This is an optimization exercise on Yosys and OpenROAD, whose aim is small area and a short achievable clock period, not a production implementation.
In this exercise RTL edits were held to simulation tests only and were not proved equivalent to the original.
The clock input has no modelled driver; a real chip could not lean on it and would need a root buffer or a full tree.
Power and IR drop assume default switching activity.

$ cat flow/config.mk
export PLATFORM = sky130hd
export DESIGN_NAME = fifo_regs_no_flags
export DESIGN_NICKNAME = fifo_regs_no_flags
export VERILOG_FILES = /design/flow/design.v
export SDC_FILE = /design/flow/constraint.sdc
export NUM_CORES = 4
export LEC_CHECK = 0
export ABC_CLOCK_PERIOD_IN_PS = 1800
export CAP_MARGIN = 20
export CORE_MARGIN = 2
export CORE_UTILIZATION = 40
export CTS_BUF_LIST = sky130_fd_sc_hd__clkbuf_8 sky130_fd_sc_hd__clkbuf_16
export CTS_CLUSTER_DIAMETER = 100
export CTS_CLUSTER_SIZE = 24
export SETUP_SLACK_MARGIN = 1.8
export SLEW_MARGIN = 20
$ cat flow/standard.sh
#!/bin/bash
# synth_recipe.tcl (not shown) runs the flow's synth.tcl, then flattens the netlist and writes it again
# the make line also repeats each setting of config.mk as NAME=value (left out here)
make -C /OpenROAD-flow-scripts/flow DESIGN_CONFIG=/design/flow/config.mk WORK_HOME=/design/flow/orfs CLKGATE_MAP_FILE= SYNTH_SCRIPT=/design/flow/synth_recipe.tcl "${@:-finish}"
$ cat flow/flow/run.sh
#!/bin/bash
# The standard layout (standard.sh) with two changes:
#  - buffer_ports puts buf_4 cells on the ports, not the slow clock-delay
#    buffer it picks by default;
#  - after clock tree synthesis, collapse_cts.tcl removes the tree's middle
#    level, so the leaf clock buffers hang straight off the root buffer.
# Every tool's full output is in orfs/logs/; the whole run is also in run.log.
set -euo pipefail
export BUFFER_PORTS_ARGS="-buffer_cell sky130_fd_sc_hd__buf_4"
export CTS_ARGS="-sink_clustering_enable -repair_clock_nets -sink_clustering_size 24 -sink_clustering_max_diameter 100 -buf_list {sky130_fd_sc_hd__clkbuf_8 sky130_fd_sc_hd__clkbuf_16} -dont_use_dummy_load"
export POST_CTS_TCL="$PWD/flow/collapse_cts.tcl"
bash standard.sh finish > run.log 2>&1
$ cat flow/design.v
module fifo_regs_no_flags #(
    parameter g_WIDTH = 8,   
    parameter g_DEPTH = 32   
)(
    input wire i_rst_sync,                 
    input wire i_clk,                      
    input wire i_wr_en,                    
    input wire [g_WIDTH-1:0] i_wr_data,    
    output wire o_full,                    
    input wire i_rd_en,                    
    output wire [g_WIDTH-1:0] o_rd_data,   
    output wire o_empty                    
);
    localparam NLO = 8;
    localparam NHI = g_DEPTH / NLO;
    reg [g_WIDTH-1:0] r_SR [0:g_DEPTH-2];
    reg [g_WIDTH-1:0] r_WD;
    reg r_WQ;
    reg [g_WIDTH-1:0] r_HEAD;
    reg [NLO-1:0] r_LO;
    reg [NHI-1:0] r_HI;
    reg r_EMPTY;     
    reg r_FULL;      
    reg r_LE1;       
    wire w_WR = i_wr_en && !r_FULL;
    wire w_RD = i_rd_en && !r_EMPTY;
    wire w_UP = w_WR && !w_RD;
    wire w_DN = w_RD && !w_WR;
    wire w_Q0  = r_LO[0] && r_HI[0];
    wire w_Q1  = r_LO[1] && r_HI[0];
    wire w_Q29 = r_LO[NLO-3] && r_HI[NHI-1];
    wire w_Q30 = r_LO[NLO-2] && r_HI[NHI-1];
    wire w_Q31 = r_LO[NLO-1] && r_HI[NHI-1];
    wire w_N1  = r_WQ ? w_Q31 : w_Q0;     
    wire w_N2  = r_WQ ? w_Q0  : w_Q1;     
    wire w_NF1 = r_WQ ? w_Q29 : w_Q30;    
    reg [g_WIDTH-1:0] w_NEXT;
    reg [g_WIDTH-1:0] w_GRP;
    integer g, l;
    always @(*) begin
        w_NEXT = {g_WIDTH{1'b0}};
        for (g = 0; g < NHI; g = g + 1) begin
            w_GRP = {g_WIDTH{1'b0}};
            for (l = 0; l < NLO; l = l + 1)
                w_GRP = w_GRP | ({g_WIDTH{r_LO[l]}} &
                                 ((NLO*g + l == 0) ? r_WD : r_SR[NLO*g + l - 1]));
            w_NEXT = w_NEXT | ({g_WIDTH{r_HI[g]}} & w_GRP);
        end
    end
    integer i;
    always @(posedge i_clk) begin
        r_WD <= i_wr_data;
        if (r_WQ) begin
            r_SR[0] <= r_WD;
            for (i = 1; i < g_DEPTH-1; i = i + 1)
                r_SR[i] <= r_SR[i-1];
        end
        if (r_EMPTY || i_rd_en)
            r_HEAD <= r_LE1 ? i_wr_data : w_NEXT;
    end
    wire [NLO-1:0] w_LO_L = {r_LO[NLO-2:0], r_LO[NLO-1]};    
    wire [NLO-1:0] w_LO_R = {r_LO[0], r_LO[NLO-1:1]};        
    wire [NHI-1:0] w_HI_L = r_LO[NLO-1] ? {r_HI[NHI-2:0], r_HI[NHI-1]} : r_HI;
    wire [NHI-1:0] w_HI_R = r_LO[0]     ? {r_HI[0], r_HI[NHI-1:1]}     : r_HI;
    wire [NLO-1:0] w_LO_RD = r_WQ ? r_LO   : w_LO_R;
    wire [NLO-1:0] w_LO_NR = r_WQ ? w_LO_L : r_LO;
    wire [NHI-1:0] w_HI_RD = r_WQ ? r_HI   : w_HI_R;
    wire [NHI-1:0] w_HI_NR = r_WQ ? w_HI_L : r_HI;
    always @(posedge i_clk) begin
        if (i_rst_sync) begin
            r_WQ    <= 1'b0;
            r_LO    <= {1'b1, {(NLO-1){1'b0}}};
            r_HI    <= {1'b1, {(NHI-1){1'b0}}};
            r_EMPTY <= 1'b1;
            r_FULL  <= 1'b0;
            r_LE1   <= 1'b1;
        end else begin
            r_WQ   <= w_WR;
            r_LO   <= w_RD ? w_LO_RD : w_LO_NR;
            r_HI   <= w_RD ? w_HI_RD : w_HI_NR;
            if (w_UP) begin
                r_EMPTY <= 1'b0;
                r_FULL  <= w_NF1;
                r_LE1   <= r_EMPTY;
            end else if (w_DN) begin
                r_EMPTY <= w_N1;
                r_FULL  <= 1'b0;
                r_LE1   <= w_N1 || w_N2;
            end
        end
    end
    assign o_rd_data = r_HEAD;
    assign o_full    = r_FULL;
    assign o_empty   = r_EMPTY;
endmodule
$ cat flow/flow/collapse_cts.tcl
# Run after clock tree synthesis (POST_CTS_TCL). TritonCTS builds an H-tree
# with a middle level of buffers between the root buffer and the leaf
# buffers. This removes that level: every leaf buffer is driven straight from
# the root buffer, which shortens the insertion delay of every register by
# the same one buffer stage. Leaf buffers and their registers are unchanged.
set block [ord::get_db_block]
set clk_net [[$block findBTerm i_clk] getNet]
set removed 0
foreach root_it [$clk_net getITerms] {
  set root [$root_it getInst]
  if {![string match "sky130_fd_sc_hd__clkbuf_*" [[$root getMaster] getName]]} { continue }
  set root_out [[$root findITerm X] getNet]
  foreach mid_it [$root_out getITerms] {
    if {[$mid_it isOutputSignal]} { continue }
    set mid [$mid_it getInst]
    if {![string match "sky130_fd_sc_hd__clkbuf_*" [[$mid getMaster] getName]]} { continue }
    set mid_out [[$mid findITerm X] getNet]
    # collapse only a buffer whose loads are all clock buffers
    set loads {}
    set ok 1
    foreach it [$mid_out getITerms] {
      if {[$it isOutputSignal]} { continue }
      if {![string match "sky130_fd_sc_hd__clkbuf_*" [[[$it getInst] getMaster] getName]]} { set ok 0 }
      lappend loads $it
    }
    if {!$ok || [llength $loads] == 0} { continue }
    foreach it $loads {
      $it disconnect
      $it connect $root_out
    }
    $mid_it disconnect
    [$mid findITerm X] disconnect
    odb::dbInst_destroy $mid
    odb::dbNet_destroy $mid_out
    incr removed
  }
}
puts "collapse_cts: removed $removed middle clock buffers"
estimate_parasitics -placement
report_clock_latency -include_internal_latency
$ cat flow/constraint.sdc
create_clock -name core_clock -period 3.6 [get_ports {i_clk}]
set_input_delay 0.7200 -clock core_clock [delete_from_list [all_inputs] [get_ports {i_clk}]]
set_output_delay 0.7200 -clock core_clock [all_outputs]
set_load 0.01 [all_outputs]
==> impl_metrics.csv <==
group,metric,value,unit
sta,fin_crit_sh,49.9,%
sta,max_slew_margin,30.2,%
placement,hpwl,11.7,mm
sta,fin_crit,1.80,ns
logic_synthesis,netlist_instances,579,
logic_synthesis,yosysWarnings,2,
logic_synthesis,synth_fp_nets,592,
sta,fmax,557,MHz
setup_path,crit_family,"flip-flops",
clocking,cts_sinks,280,
cells_and_area,areaGrowthSynthToFinish,8.23,%
setup_path,critPathArrivalTime,1.08,ns
floorplan,dieHeight,164,µm
logic_synthesis,synth-seq-cells,280,
sta,tns,0,ns
sta,rsz0062_at_grt,"true",
outcome,status,"finished clean",
power_and_ir_drop,pwr_density_cell,516,nW/µm²
route,wl_met2,10.4,mm
setup_path,worstSetupPathType,"flop to primary output",
power_and_ir_drop,peakVddDrop,0.384,mV
floorplan,die_w,164,µm
cells_and_area,final_cell_mix,"edfxtp_1 (256), a22oi_1 (150), nand4_1 (32)",
cells_and_area,fillers,2196,
sta,finClkSkew,0.0205,ns
setup_path,worst_r2r_path_depth,5,
setup_path,worst_setup_path_end_kind,"primary output",
route,first_pass_iters,5,
route,final_antenna_net_count,0,
logic_synthesis,postSynthAreaPerCell,17.7,µm²
route,m1WireLength,9.96,mm
min_path,min_path_type,"input port to flop",
min_path,min_path_cells,1,
setup_path,cp_max_fo,1,
cells_and_area,n_antenna_cell,0,
power_and_ir_drop,p_leak,0.00346,µW
sta,worst_slew_pin_slew,1.05,ns
cells_and_area,multi_input_area,1820,µm²
floorplan,rows,58,
global_routing,grt_pass1_vias,5354,
route,dr.first_iter.drc_count,625,
min_path,hold_path_end,"r_WD[5]",
floorplan,io-pin-count,22,
placement,port_buffers,21,
cells_and_area,nets,600,
global_routing,antenna_found_initial,0,
route,drc,0,
run,max_cap_viol_count,0,
route,vias,5538,
global_routing,grt_max_degree,174,
setup_path,critPathLaunchType,"flop",
logic_synthesis,syn_area,10200,µm²
logic_synthesis,seq_area_frac_synth,79.8,%
placement,pre_cts_ws,1.47,ns
setup_path,r2r_start,"r_LO[1]",
setup_path,crit_buf_inv,1,
placement,place_congestion,0.750,
floorplan,initial_core_util,40.6,%
sta,final_max_slew_viol_count,0,
sta,holdWs,0.386,ns
route,highest_layer,"met4",
sta,setup_viol,0,
clocking,path_clk_slew,0.09,ns
setup_path,r2r_end,"r_HEAD[4]",
setup_path,slowest_delay,0.47,ns
route,met3_length,1.17,mm
logic_synthesis,synth_area_leader_cell,"edfxtp_1",
global_routing,grt_pass1_wl,32.9,mm
sta,worst_slack,1.80,ns
cells_and_area,final_layout_size_suffix_gt1_share,11.1,%
min_path,holdCritStartpoint,"i_wr_data[5]",
global_routing,track_usage,16.8,%
floorplan,core-area,25200,µm²
setup_path,cp.required,2.88,ns
cells_and_area,final_common_cell,"edfxtp_1",
clocking,clk_latency,0.44,ns
logic_synthesis,yosys.cell_types.count,35,
route,drt_wl_total,21.9,mm
logic_synthesis,netlist_top_cells_area,"edfxtp_1 (75%), a22oi_1 (11%), dfxtp_1 (4.7%), nand4_1 (2.0%), buf_2 (1.4%)",
setup_path,crit_chain,"buf_6",
route,routedWlPerCell,23.9,µm
power_and_ir_drop,total_power,5710,µW
setup_path,r2r_slack,1.92,ns
floorplan,die_area,26900,µm²
cells_and_area,utilization,44.0,%
global_routing,grt_overflow,0,
sta,hold_violations,0,
cells_and_area,final-seq-area,8180,µm²
logic_synthesis,synth_top_area_share,75.1,%
setup_path,cp_slowest_cell,"edfxtp_1",
route,viasPerCell,6.05,
area by class of cell:
class	instances	share of cell area (%)
inverter	2	0.0678
clock buffer	13	2.94
timing repair buffer	34	2.95
multi-input combinational	256	16.4
tap	330	3.73
sequential	280	73.9
flip-flops by register name (all words and copies together) (netlist names):
name,cells
r_LO,8
r_SR,248
r_FULL,1
r_LE1,1
r_HEAD,8
r_HI,4
r_WQ,1
r_EMPTY,1
r_WD,8
cells by family after synthesis:
| logic type | count (synthesis) | synth area share, % |
|---|---|---|
| flip-flops | 280 | 79.8 |
| adder cells (fa/ha/maj) | 1 | 0.122 |
| XOR/XNOR | 1 | 0.269 |
| AND/OR/NAND/NOR | 70 | 3.80 |
| buffers and inverters | 43 | 2.41 |
| multiplexers | 9 | 0.930 |
| AO/OA/AOI/OAI | 175 | 12.6 |
cell usage after synthesis, drive strengths merged:
cell type  instances
a211o              1
a21oi              8
a22oi            150
a311oi             1
a31oi             10
and2               1
and4bb             1
buf               35
clkbuf             6
dfxtp             24
edfxtp           256
ha                 1
inv                2
mux2               4
mux2i              5
nand2             12
nand2b             2
nand3              1
nand3b             1
nand4             32
nor2              14
nor2b              3
nor3               2
o21ai              3
o21bai             1
o31ai              1
or2                1
xor2               1
worst max-delay path by stage:
stage / startpoint / endpoint / slack [ns] / cells after the start
finish: r_HEAD[6] / o_rd_data[6] / 1.80 / 1
global route: r_HEAD[6] / o_rd_data[6] / 1.78 / 1
detailed placement: r_LO[5] / r_HEAD[3] / 1.47 / 5
global placement: r_LO[5] / r_HEAD[0] / 1.49 / 5
floorplan: r_WQ / r_LE1 / 0.52 / 5
metal layers:
layer,track usage (%),up-vias
met4,6.18,0
met2,25.2,199
met3,3.64,21
li1,-,2400
met5,0,-
met1,24.2,2918
where the power goes:
part	internal, µW	total, µW	leakage (µW)	switching [µW]
registers	3700	3820	0.00261	113
clock network	645	1570	0.000160	928
logic	125	325	0.000694	200
per-stage QoR:
step / cell area, µm² / cells
2_1_floorplan: 10200 / 579
3_3_place_gp: 10700 / 901
3_5_place_dp: 10700 / 901
5_1_grt: 11100 / 915
6_report: 11100 / 915

==> separate check: timing with driven ports <==
In the flow no input, the clock included, has a driving cell. The finished layout below was timed again as built, in two steps.
Step 1: set_driving_cell puts a clkbuf_16 on i_clk and a buf_2 on each other input, an assumption about the parent block.
Step 2 also shifts input and output timing later by t, the mid clock arrival at the registers, as if the neighbouring blocks saw the same clock.
Three values: ideal ports, drivers, drivers and shift; two values: the first two.
t (ns): 0.481
setup slack, ns: 1.804 / 1.758 / 1.797
cell pins on the clock port's net: 1
After both steps this run still meets setup and hold. For this run, drivers alone change the setup slack by -0.046 ns; drivers and shift together by -0.007 ns.
